Context: an optimization exercise on an open-source flow, tuned for small area, a short achievable clock period and few clock cycles per item. The choices shown serve that exercise and are no tape-out recipe. Where RTL was checked, it was by simulation tests only, not by an equivalence proof against the original. No activity file was given, so power comes from the tool's default toggle rates.

==> module mult_s2, before the edit <==
module mult_s2(
    input [7:0] a,
    input [7:0] b,
    input [23:0] e,
    output [15:0] x
    );
    wire [15:0] r0 = {1'b0, e[23], e[21], e[19], e[17], e[15], e[13], e[11], e[9], e[7], e[5], e[3], e[1], e[0], (a[0] & b[1]), (a[0] & b[0])};
    wire [15:0] r1 = {1'b0, (a[7] & b[7]), e[22], e[20], e[18], e[16], e[14], e[12], e[10], e[8], e[6], e[4], e[2], (a[2] & b[0]), (a[1] & b[0]), 1'b0};
    wire [15:0] p = r0 ^ r1;
    wire [15:0] g = r0 & r1;
    wire G1 = g[2] | (p[2] & g[1]);
    wire G2 = g[3] | (p[3] & G1);
    wire G3 = g[4] | (p[4] & G2);
    wire G4 = g[5] | (p[5] & G3);
    wire G5 = g[6] | (p[6] & G4);
    wire G6 = g[7] | (p[7] & G5);
    wire G7 = g[8] | (p[8] & G6);
    wire G8 = g[9] | (p[9] & G7);
    wire G9 = g[10] | (p[10] & G8);
    wire G10 = g[11] | (p[11] & G9);
    wire G11 = g[12] | (p[12] & G10);
    wire G12 = g[13] | (p[13] & G11);
    wire G13 = g[14] | (p[14] & G12);
    wire G14 = g[15] | (p[15] & G13);
    assign x[0] = p[0];
    assign x[1] = p[1];
    assign x[2] = p[2] ^ g[1];
    assign x[3] = p[3] ^ G1;
    assign x[4] = p[4] ^ G2;
    assign x[5] = p[5] ^ G3;
    assign x[6] = p[6] ^ G4;
    assign x[7] = p[7] ^ G5;
    assign x[8] = p[8] ^ G6;
    assign x[9] = p[9] ^ G7;
    assign x[10] = p[10] ^ G8;
    assign x[11] = p[11] ^ G9;
    assign x[12] = p[12] ^ G10;
    assign x[13] = p[13] ^ G11;
    assign x[14] = p[14] ^ G12;
    assign x[15] = p[15] ^ G13;
endmodule
Settings: LEC_CHECK=0, ABC_AREA=1, ABC_CLOCK_PERIOD_IN_PS=2000, CAP_MARGIN=20, CORE_MARGIN=2, CORE_UTILIZATION=40, CTS_BUF_LIST=sky130_fd_sc_hd__clkbuf_8, CTS_CLUSTER_DIAMETER=100, CTS_CLUSTER_SIZE=30, SETUP_SLACK_MARGIN=3.0, SLEW_MARGIN=20; clock period 5.0 ns.
standard.sh (not shown) runs the stock make flow with config.mk's settings and CLKGATE_MAP_FILE= SYNTH_SCRIPT=/design/flow/synth_recipe.tcl, a recipe that flattens the netlist after the stock synthesis.
==> flow/flow/run.sh <==
#!/bin/bash
# The standard layout, with Yosys's full-adder extraction left out (the adder
# trees are mapped by ABC from plain gates instead of sky130 fa/ha cells),
# plain buffers on the ports, and no dummy loads in the clock tree.
set -euo pipefail
bash standard.sh ADDER_MAP_FILE= \
  "BUFFER_PORTS_ARGS=-buffer_cell sky130_fd_sc_hd__buf_2" \
  "CTS_ARGS=-sink_clustering_enable -repair_clock_nets -dont_use_dummy_load -sink_clustering_size 30 -sink_clustering_max_diameter 100 -buf_list sky130_fd_sc_hd__clkbuf_8" \
  finish > flow.log 2>&1
==> next run, changes <==
--- a/flow/design.v
+++ b/flow/design.v
@@ -120,38 +120,7 @@
     );
     wire [15:0] r0 = {1'b0, e[23], e[21], e[19], e[17], e[15], e[13], e[11], e[9], e[7], e[5], e[3], e[1], e[0], (a[0] & b[1]), (a[0] & b[0])};
     wire [15:0] r1 = {1'b0, (a[7] & b[7]), e[22], e[20], e[18], e[16], e[14], e[12], e[10], e[8], e[6], e[4], e[2], (a[2] & b[0]), (a[1] & b[0]), 1'b0};
-    wire [15:0] p = r0 ^ r1;
-    wire [15:0] g = r0 & r1;
-    wire G1 = g[2] | (p[2] & g[1]);
-    wire G2 = g[3] | (p[3] & G1);
-    wire G3 = g[4] | (p[4] & G2);
-    wire G4 = g[5] | (p[5] & G3);
-    wire G5 = g[6] | (p[6] & G4);
-    wire G6 = g[7] | (p[7] & G5);
-    wire G7 = g[8] | (p[8] & G6);
-    wire G8 = g[9] | (p[9] & G7);
-    wire G9 = g[10] | (p[10] & G8);
-    wire G10 = g[11] | (p[11] & G9);
-    wire G11 = g[12] | (p[12] & G10);
-    wire G12 = g[13] | (p[13] & G11);
-    wire G13 = g[14] | (p[14] & G12);
-    wire G14 = g[15] | (p[15] & G13);
-    assign x[0] = p[0];
-    assign x[1] = p[1];
-    assign x[2] = p[2] ^ g[1];
-    assign x[3] = p[3] ^ G1;
-    assign x[4] = p[4] ^ G2;
-    assign x[5] = p[5] ^ G3;
-    assign x[6] = p[6] ^ G4;
-    assign x[7] = p[7] ^ G5;
-    assign x[8] = p[8] ^ G6;
-    assign x[9] = p[9] ^ G7;
-    assign x[10] = p[10] ^ G8;
-    assign x[11] = p[11] ^ G9;
-    assign x[12] = p[12] ^ G10;
-    assign x[13] = p[13] ^ G11;
-    assign x[14] = p[14] ^ G12;
-    assign x[15] = p[15] ^ G13;
+    assign x = r0 + r1;
 endmodule
 `timescale 1ns / 1ps
 module kadai4 (
=> The new run completed without violations. Maximum frequency increases by 20%. Core utilization falls by 5.2 points. Routed wire length came out higher by 14%. Worst setup slack gets better by 0.38 ns. Via count increases by 16%. Global-route usage went up by 1.1 points. Sequential cell count does not change. Final area goes down by 2.2%. Sequential power hardly moves. Power falls by 1.1%. Worst hold slack gains 0.013 ns. First-iteration DRC count went up by 100%.
Testbench counts after the change, summed over its fixed seeds: cycles 3,264, items 1,536.
No functional check of the RTL was part of the first run of this note.


kadai4, a different RTL version from the one above (not shown whole).
Size: ~700 cells after synthesis, roughly 5800 sq um of cells after synthesis.
==> module kadai4, before the edit <==
module kadai4 (
    input CLK,
    input RST,
    input [7:0] A,
    input [7:0] B,
    input ACK,
    input START,
    input HALT,
    output [15:0] X,
    output X_VALID,
    output REQ_AB
);
reg [15:0] r0, r1, r2, r3, r4, r5, r6, r7;
reg [21:0] e;
reg inp;             
reg outp;            
reg req;             
reg [2:0] cnt;       
reg [2:0] w;         
reg req_o;           
reg vld;             
reg req_m;           
wire abort = RST | HALT;
wire acc = req & ACK;
wire [21:0] part;
wire [15:0] prod;
mult_s1 ml1 (
    .a(r5[15:8]),
    .b(r5[7:0]),
    .e(part)
);
mult_s2 ml2 (
    .a(r6[15:8]),
    .b(r6[7:0]),
    .e(e),
    .x(prod)
);
always @(posedge CLK) begin
    r0 <= (req_m & ACK) ? {A, B} : r6;
    r1 <= r0;
    r2 <= r1;
    r3 <= r2;
    r4 <= r3;
    r5 <= r4;
    r6 <= r5;
    e <= part;
    r7 <= prod;
end
wire idle = !inp && !outp;
wire cnt7 = (cnt == 3'd7);
wire [2:0] cnt_up = cnt + 3'd1;
wire [2:0] cnt_hold = idle ? 3'd0 : outp ? cnt_up : cnt;
wire [2:0] cnt_acc = idle ? 3'd0 : (outp || req) ? cnt_up : cnt;
wire req_nack = !abort && (inp ? (!req && w == 3'd1) : (idle && START));
wire req_ack = !abort && (inp ? (req ? !cnt7 : w == 3'd1) : (idle && START));
wire last = inp && req && cnt7;
wire inp_nack = !abort && (inp || (idle && START));
wire inp_ack = inp_nack && !last;
wire outp_nack = !abort && outp && !cnt7;
wire outp_ack = !abort && ((outp && !cnt7) || last);
always @(posedge CLK) begin
    cnt <= ACK ? cnt_acc : cnt_hold;
    w <= (req && !ACK) ? 3'd6 : w - 3'd1;
    req <= ACK ? req_ack : req_nack;
    inp <= ACK ? inp_ack : inp_nack;
    outp <= ACK ? outp_ack : outp_nack;
    req_o <= !abort && (inp ? (acc ? !cnt7 : (!req && w == 3'd1)) : (!outp && START));
    vld <= !abort && (inp ? (acc && cnt7) : (outp && !cnt7));
    req_m <= !abort && (inp ? (req_m ? (ACK && !cnt7) : w == 3'd1) : (!outp && START));
end
assign X = r7;
assign X_VALID = vld;
assign REQ_AB = req_o;
endmodule    
Settings: LEC_CHECK=0, ABC_AREA=1, ABC_CLOCK_PERIOD_IN_PS=2000, CAP_MARGIN=20, CORE_MARGIN=2, CORE_UTILIZATION=40, CTS_BUF_LIST=sky130_fd_sc_hd__clkbuf_8, CTS_CLUSTER_DIAMETER=100, CTS_CLUSTER_SIZE=30, SETUP_SLACK_MARGIN=3.0, SLEW_MARGIN=20; clock period 5.0 ns.
Scripts as last shown in full above: flow/flow/run.sh
Next try:
--- a/flow/design.v
+++ b/flow/design.v
@@ -176,5 +176,4 @@
 reg req_o;           
 reg vld;             
-reg req_m;           
 wire abort = RST | HALT;
 wire acc = req & ACK;
@@ -193,5 +192,5 @@
 );
 always @(posedge CLK) begin
-    r0 <= (req_m & ACK) ? {A, B} : r6;
+    r0 <= acc ? {A, B} : r6;
     r1 <= r0;
     r2 <= r1;
@@ -223,5 +222,4 @@
     req_o <= !abort && (inp ? (acc ? !cnt7 : (!req && w == 3'd1)) : (!outp && START));
     vld <= !abort && (inp ? (acc && cnt7) : (outp && !cnt7));
-    req_m <= !abort && (inp ? (req_m ? (ACK && !cnt7) : w == 3'd1) : (!outp && START));
 end
 assign X = r7;
Core utilization is higher by 0.94 points.
Clock skew is lower by 7.7 ps.
Synthesized cell count does not change.
Clock power is higher by about 1%.
Fmax is higher by 1.1%.
Setup slack is better by 20 ps.
Count of clock-buffer cells in the layout does not change.
Critical path depth does not change.
Combinational power is lower by about 2%.
Synthesized area is lower by 1.3%.
Power is lower by 0.34%.
Design area is lower by 0.97%.
Non-clock buffer count stays the same.
First-iteration DRC count is higher by 54%.
Testbench counts after the change, summed over its fixed seeds: cycles 3,264, items 1,536.
Function not checked in the first run of this note: the RTL went through the layout flow alone.


The RTL this note starts from:
==> flow/design.v <==
module mult_s1(
    input [7:0] a,
    input [7:0] b,
    output [23:0] e
    );
    wire t1 = (a[0] & b[6]) ^ (a[1] & b[5]);
    wire t2 = (a[0] & b[6]) & (a[1] & b[5]);
    wire t3 = (a[0] & b[7]) ^ (a[1] & b[6]) ^ (a[2] & b[5]);
    wire t4 = ((a[0] & b[7]) & (a[1] & b[6])) | ((a[0] & b[7]) & (a[2] & b[5])) | ((a[1] & b[6]) & (a[2] & b[5]));
    wire t5 = (a[3] & b[4]) ^ (a[4] & b[3]);
    wire t6 = (a[3] & b[4]) & (a[4] & b[3]);
    wire t7 = (a[1] & b[7]) ^ (a[2] & b[6]) ^ (a[3] & b[5]);
    wire t8 = ((a[1] & b[7]) & (a[2] & b[6])) | ((a[1] & b[7]) & (a[3] & b[5])) | ((a[2] & b[6]) & (a[3] & b[5]));
    wire t9 = (a[4] & b[4]) ^ (a[5] & b[3]);
    wire t10 = (a[4] & b[4]) & (a[5] & b[3]);
    wire t11 = (a[2] & b[7]) ^ (a[3] & b[6]) ^ (a[4] & b[5]);
    wire t12 = ((a[2] & b[7]) & (a[3] & b[6])) | ((a[2] & b[7]) & (a[4] & b[5])) | ((a[3] & b[6]) & (a[4] & b[5]));
    wire t13 = (a[0] & b[4]) ^ (a[1] & b[3]);
    wire t14 = (a[0] & b[4]) & (a[1] & b[3]);
    wire t15 = (a[0] & b[5]) ^ (a[1] & b[4]) ^ (a[2] & b[3]);
    wire t16 = ((a[0] & b[5]) & (a[1] & b[4])) | ((a[0] & b[5]) & (a[2] & b[3])) | ((a[1] & b[4]) & (a[2] & b[3]));
    wire t17 = (a[3] & b[2]) ^ (a[4] & b[1]);
    wire t18 = (a[3] & b[2]) & (a[4] & b[1]);
    wire t19 = t1 ^ (a[2] & b[4]) ^ (a[3] & b[3]);
    wire t20 = (t1 & (a[2] & b[4])) | (t1 & (a[3] & b[3])) | ((a[2] & b[4]) & (a[3] & b[3]));
    wire t21 = (a[4] & b[2]) ^ (a[5] & b[1]) ^ (a[6] & b[0]);
    wire t22 = ((a[4] & b[2]) & (a[5] & b[1])) | ((a[4] & b[2]) & (a[6] & b[0])) | ((a[5] & b[1]) & (a[6] & b[0]));
    wire t23 = t2 ^ t3 ^ t5;
    wire t24 = (t2 & t3) | (t2 & t5) | (t3 & t5);
    wire t25 = (a[5] & b[2]) ^ (a[6] & b[1]) ^ (a[7] & b[0]);
    wire t26 = ((a[5] & b[2]) & (a[6] & b[1])) | ((a[5] & b[2]) & (a[7] & b[0])) | ((a[6] & b[1]) & (a[7] & b[0]));
    wire t27 = t4 ^ t6 ^ t7;
    wire t28 = (t4 & t6) | (t4 & t7) | (t6 & t7);
    wire t29 = t9 ^ (a[6] & b[2]) ^ (a[7] & b[1]);
    wire t30 = (t9 & (a[6] & b[2])) | (t9 & (a[7] & b[1])) | ((a[6] & b[2]) & (a[7] & b[1]));
    wire t31 = t8 ^ t10 ^ t11;
    wire t32 = (t8 & t10) | (t8 & t11) | (t10 & t11);
    wire t33 = (a[5] & b[4]) ^ (a[6] & b[3]) ^ (a[7] & b[2]);
    wire t34 = ((a[5] & b[4]) & (a[6] & b[3])) | ((a[5] & b[4]) & (a[7] & b[2])) | ((a[6] & b[3]) & (a[7] & b[2]));
    wire t35 = t12 ^ (a[3] & b[7]) ^ (a[4] & b[6]);
    wire t36 = (t12 & (a[3] & b[7])) | (t12 & (a[4] & b[6])) | ((a[3] & b[7]) & (a[4] & b[6]));
    wire t37 = (a[5] & b[5]) ^ (a[6] & b[4]) ^ (a[7] & b[3]);
    wire t38 = ((a[5] & b[5]) & (a[6] & b[4])) | ((a[5] & b[5]) & (a[7] & b[3])) | ((a[6] & b[4]) & (a[7] & b[3]));
    wire t39 = (a[4] & b[7]) ^ (a[5] & b[6]) ^ (a[6] & b[5]);
    wire t40 = ((a[4] & b[7]) & (a[5] & b[6])) | ((a[4] & b[7]) & (a[6] & b[5])) | ((a[5] & b[6]) & (a[6] & b[5]));
    wire t41 = (a[0] & b[3]) ^ (a[1] & b[2]);
    wire t42 = (a[0] & b[3]) & (a[1] & b[2]);
    wire t43 = t13 ^ (a[2] & b[2]) ^ (a[3] & b[1]);
    wire t44 = (t13 & (a[2] & b[2])) | (t13 & (a[3] & b[1])) | ((a[2] & b[2]) & (a[3] & b[1]));
    wire t45 = t14 ^ t15 ^ t17;
    wire t46 = (t14 & t15) | (t14 & t17) | (t15 & t17);
    wire t47 = t16 ^ t18 ^ t19;
    wire t48 = (t16 & t18) | (t16 & t19) | (t18 & t19);
    wire t49 = t20 ^ t22 ^ t23;
    wire t50 = (t20 & t22) | (t20 & t23) | (t22 & t23);
    wire t51 = t24 ^ t26 ^ t27;
    wire t52 = (t24 & t26) | (t24 & t27) | (t26 & t27);
    wire t53 = t28 ^ t30 ^ t31;
    wire t54 = (t28 & t30) | (t28 & t31) | (t30 & t31);
    wire t55 = t32 ^ t34 ^ t35;
    wire t56 = (t32 & t34) | (t32 & t35) | (t34 & t35);
    wire t57 = t36 ^ t38 ^ t39;
    wire t58 = (t36 & t38) | (t36 & t39) | (t38 & t39);
    wire t59 = t40 ^ (a[5] & b[7]) ^ (a[6] & b[6]);
    wire t60 = (t40 & (a[5] & b[7])) | (t40 & (a[6] & b[6])) | ((a[5] & b[7]) & (a[6] & b[6]));
    wire t61 = (a[0] & b[2]) ^ (a[1] & b[1]);
    wire t62 = (a[0] & b[2]) & (a[1] & b[1]);
    wire t63 = t41 ^ (a[2] & b[1]) ^ (a[3] & b[0]);
    wire t64 = (t41 & (a[2] & b[1])) | (t41 & (a[3] & b[0])) | ((a[2] & b[1]) & (a[3] & b[0]));
    wire t65 = t42 ^ t43 ^ (a[4] & b[0]);
    wire t66 = (t42 & t43) | (t42 & (a[4] & b[0])) | (t43 & (a[4] & b[0]));
    wire t67 = t44 ^ t45 ^ (a[5] & b[0]);
    wire t68 = (t44 & t45) | (t44 & (a[5] & b[0])) | (t45 & (a[5] & b[0]));
    wire t69 = t46 ^ t47 ^ t21;
    wire t70 = (t46 & t47) | (t46 & t21) | (t47 & t21);
    wire t71 = t48 ^ t49 ^ t25;
    wire t72 = (t48 & t49) | (t48 & t25) | (t49 & t25);
    wire t73 = t50 ^ t51 ^ t29;
    wire t74 = (t50 & t51) | (t50 & t29) | (t51 & t29);
    wire t75 = t52 ^ t53 ^ t33;
    wire t76 = (t52 & t53) | (t52 & t33) | (t53 & t33);
    wire t77 = t54 ^ t55 ^ t37;
    wire t78 = (t54 & t55) | (t54 & t37) | (t55 & t37);
    wire t79 = t56 ^ t57 ^ (a[7] & b[4]);
    wire t80 = (t56 & t57) | (t56 & (a[7] & b[4])) | (t57 & (a[7] & b[4]));
    wire t81 = t58 ^ t59 ^ (a[7] & b[5]);
    wire t82 = (t58 & t59) | (t58 & (a[7] & b[5])) | (t59 & (a[7] & b[5]));
    wire t83 = t60 ^ (a[6] & b[7]) ^ (a[7] & b[6]);
    wire t84 = (t60 & (a[6] & b[7])) | (t60 & (a[7] & b[6])) | ((a[6] & b[7]) & (a[7] & b[6]));
    assign e[0] = t61;
    assign e[1] = t62;
    assign e[2] = t63;
    assign e[3] = t64;
    assign e[4] = t65;
    assign e[5] = t66;
    assign e[6] = t67;
    assign e[7] = t68;
    assign e[8] = t69;
    assign e[9] = t70;
    assign e[10] = t71;
    assign e[11] = t72;
    assign e[12] = t73;
    assign e[13] = t74;
    assign e[14] = t75;
    assign e[15] = t76;
    assign e[16] = t77;
    assign e[17] = t78;
    assign e[18] = t79;
    assign e[19] = t80;
    assign e[20] = t81;
    assign e[21] = t82;
    assign e[22] = t83;
    assign e[23] = t84;
endmodule
module mult_s2(
    input [7:0] a,
    input [7:0] b,
    input [23:0] e,
    output [15:0] x
    );
    wire [15:0] r0 = {1'b0, e[23], e[21], e[19], e[17], e[15], e[13], e[11], e[9], e[7], e[5], e[3], e[1], e[0], (a[0] & b[1]), (a[0] & b[0])};
    wire [15:0] r1 = {1'b0, (a[7] & b[7]), e[22], e[20], e[18], e[16], e[14], e[12], e[10], e[8], e[6], e[4], e[2], (a[2] & b[0]), (a[1] & b[0]), 1'b0};
    assign x = r0 + r1;
endmodule
`timescale 1ns / 1ps
module kadai4 (
    input CLK,
    input RST,
    input [7:0] A,
    input [7:0] B,
    input ACK,
    input START,
    input HALT,
    output [15:0] X,
    output X_VALID,
    output REQ_AB
);
reg [15:0] r0, r1, r2, r3, r4, r5, r6, r7;
reg [23:0] e;
reg inp;             
reg outp;            
reg req;             
reg [2:0] cnt;       
reg [2:0] w;         
reg req_o;           
reg vld;             
wire abort = RST | HALT;
wire acc = req & ACK;
wire [23:0] part;
wire [15:0] prod;
mult_s1 ml1 (
    .a(r5[15:8]),
    .b(r5[7:0]),
    .e(part)
);
mult_s2 ml2 (
    .a(r6[15:8]),
    .b(r6[7:0]),
    .e(e),
    .x(prod)
);
always @(posedge CLK) begin
    r0 <= acc ? {A, B} : r6;
    r1 <= r0;
    r2 <= r1;
    r3 <= r2;
    r4 <= r3;
    r5 <= r4;
    r6 <= r5;
    e <= part;
    r7 <= prod;
end
wire idle = !inp && !outp;
wire cnt7 = (cnt == 3'd7);
wire [2:0] cnt_up = cnt + 3'd1;
wire [2:0] cnt_hold = idle ? 3'd0 : outp ? cnt_up : cnt;
wire [2:0] cnt_acc = idle ? 3'd0 : (outp || req) ? cnt_up : cnt;
wire req_nack = !abort && (inp ? (!req && w == 3'd1) : (idle && START));
wire req_ack = !abort && (inp ? (req ? !cnt7 : w == 3'd1) : (idle && START));
wire last = inp && req && cnt7;
wire inp_nack = !abort && (inp || (idle && START));
wire inp_ack = inp_nack && !last;
wire outp_nack = !abort && outp && !cnt7;
wire outp_ack = !abort && ((outp && !cnt7) || last);
wire req_o_nack = !abort && (inp ? (!req_o && w == 3'd1) : (!vld && START));
wire req_o_ack = !abort && (inp ? (req_o ? !cnt7 : w == 3'd1) : (!vld && START));
wire vld_nack = !abort && vld && !cnt7;
wire vld_ack = !abort && ((vld && !cnt7) || (inp && req_o && cnt7));
always @(posedge CLK) begin
    cnt <= ACK ? cnt_acc : cnt_hold;
    w <= (req && !ACK) ? 3'd6 : w - 3'd1;
    req <= ACK ? req_ack : req_nack;
    inp <= ACK ? inp_ack : inp_nack;
    outp <= ACK ? outp_ack : outp_nack;
    req_o <= ACK ? req_o_ack : req_o_nack;
    vld <= ACK ? vld_ack : vld_nack;
end
assign X = r7;
assign X_VALID = vld;
assign REQ_AB = req_o;
endmodule    
export LEC_CHECK = 0
export ABC_AREA = 1
export ABC_CLOCK_PERIOD_IN_PS = 2000
export CAP_MARGIN = 20
export CORE_MARGIN = 2
export CORE_UTILIZATION = 40
export CTS_BUF_LIST = sky130_fd_sc_hd__clkbuf_8
export CTS_CLUSTER_DIAMETER = 100
export CTS_CLUSTER_SIZE = 30
export SETUP_SLACK_MARGIN = 3.0
export SLEW_MARGIN = 20
create_clock -name core_clock -period 5.0 [get_ports {CLK}]
Scripts as last shown in full above: flow/flow/run.sh
The starting point finished clean.
Edit:
--- a/flow/design.v
+++ b/flow/design.v
@@ -140,12 +140,10 @@
 reg inp;             
 reg outp;            
 reg req;             
 reg [2:0] cnt;       
 reg [2:0] w;         
-reg req_o;           
-reg vld;             
 wire abort = RST | HALT;
 wire acc = req & ACK;
 wire [23:0] part;
 wire [15:0] prod;
 mult_s1 ml1 (
@@ -168,34 +166,38 @@
     r5 <= r4;
     r6 <= r5;
     e <= part;
     r7 <= prod;
 end
-wire idle = !inp && !outp;
-wire cnt7 = (cnt == 3'd7);
-wire [2:0] cnt_up = cnt + 3'd1;
-wire [2:0] cnt_hold = idle ? 3'd0 : outp ? cnt_up : cnt;
-wire [2:0] cnt_acc = idle ? 3'd0 : (outp || req) ? cnt_up : cnt;
-wire req_nack = !abort && (inp ? (!req && w == 3'd1) : (idle && START));
-wire req_ack = !abort && (inp ? (req ? !cnt7 : w == 3'd1) : (idle && START));
-wire last = inp && req && cnt7;
-wire inp_nack = !abort && (inp || (idle && START));
-wire inp_ack = inp_nack && !last;
-wire outp_nack = !abort && outp && !cnt7;
-wire outp_ack = !abort && ((outp && !cnt7) || last);
-wire req_o_nack = !abort && (inp ? (!req_o && w == 3'd1) : (!vld && START));
-wire req_o_ack = !abort && (inp ? (req_o ? !cnt7 : w == 3'd1) : (!vld && START));
-wire vld_nack = !abort && vld && !cnt7;
-wire vld_ack = !abort && ((vld && !cnt7) || (inp && req_o && cnt7));
 always @(posedge CLK) begin
-    cnt <= ACK ? cnt_acc : cnt_hold;
+    if (abort) begin
+        inp <= 1'b0;
+        outp <= 1'b0;
+        req <= 1'b0;
+    end else if (inp) begin
+        if (acc) begin
+            if (cnt == 3'd7) begin
+                inp <= 1'b0;
+                outp <= 1'b1;
+                req <= 1'b0;
+            end
+        end else if (req) begin
+            req <= 1'b0;
+        end else if (w == 3'd1) begin
+            req <= 1'b1;
+        end
+    end else if (outp) begin
+        if (cnt == 3'd7) outp <= 1'b0;
+    end else if (START) begin
+        inp <= 1'b1;
+        req <= 1'b1;
+    end
+end
+always @(posedge CLK) begin
+    if (!inp && !outp) cnt <= 3'd0;
+    else if (acc || outp) cnt <= cnt + 3'd1;
     w <= (req && !ACK) ? 3'd6 : w - 3'd1;
-    req <= ACK ? req_ack : req_nack;
-    inp <= ACK ? inp_ack : inp_nack;
-    outp <= ACK ? outp_ack : outp_nack;
-    req_o <= ACK ? req_o_ack : req_o_nack;
-    vld <= ACK ? vld_ack : vld_nack;
 end
 assign X = r7;
-assign X_VALID = vld;
-assign REQ_AB = req_o;
+assign X_VALID = outp;
+assign REQ_AB = req;
 endmodule    
=> The changed run completed without violations; wire length shrinks slightly; total power shrinks by a few percent; via count shrinks slightly; hold slack improves by 0.0094 ns; setup slack degrades by 0.030 ns; cell area shrinks slightly; global-route usage grows by 0.30 points.
Function was not checked in any run of this note: the RTL went through the layout flow alone.

static timing again, ports no longer ideal:
Ports are ideal in the flow. The routed layouts listed here were re-timed in OpenROAD.
Step 1 (the two cells are an assumption about what drives the block):
set clk [get_ports {CLK}]
set_driving_cell -lib_cell sky130_fd_sc_hd__clkbuf_16 $clk
set_driving_cell -lib_cell sky130_fd_sc_hd__buf_2 [delete_from_list [all_inputs] $clk]
Step 2 moves the port delays by t, midway between the first and last clock arrival at a register: inputs arrive t later, outputs are due t later. That takes back most of the time a late clock gives input paths.
Slacks: ideal ports / drivers / drivers and shift; pairs: ideal ports / drivers.
run | shift t [ns] | setup WS [ns] | worst setup path at the end | clock arrival spread, ns
the first run of note 1 | 0.462 | 2.728 / 2.728 / 2.728 | register to register | 0.028 / 0.028
the second run of note 1 | 0.461 | 3.110 / 3.076 / 2.744 | input to register | 0.038 / 0.037
the first run of note 2 | 0.460 | 3.119 / 3.086 / 2.758 | input to register | 0.031 / 0.030
the second run of note 2 | 0.458 | 3.138 / 3.105 / 2.926 | input to register | 0.023 / 0.024
the first run of note 3 | 0.454 | 3.082 / 3.048 / 2.830 | input to register | 0.044 / 0.044
the second run of note 3 | 0.457 | 3.051 / 3.017 / 2.684 | input to register | 0.035 / 0.034
After both steps every run listed still meets setup and hold. For the second run of note 3, which loses most, drivers alone change the setup slack by -0.034 ns; drivers and shift together by -0.367 ns.
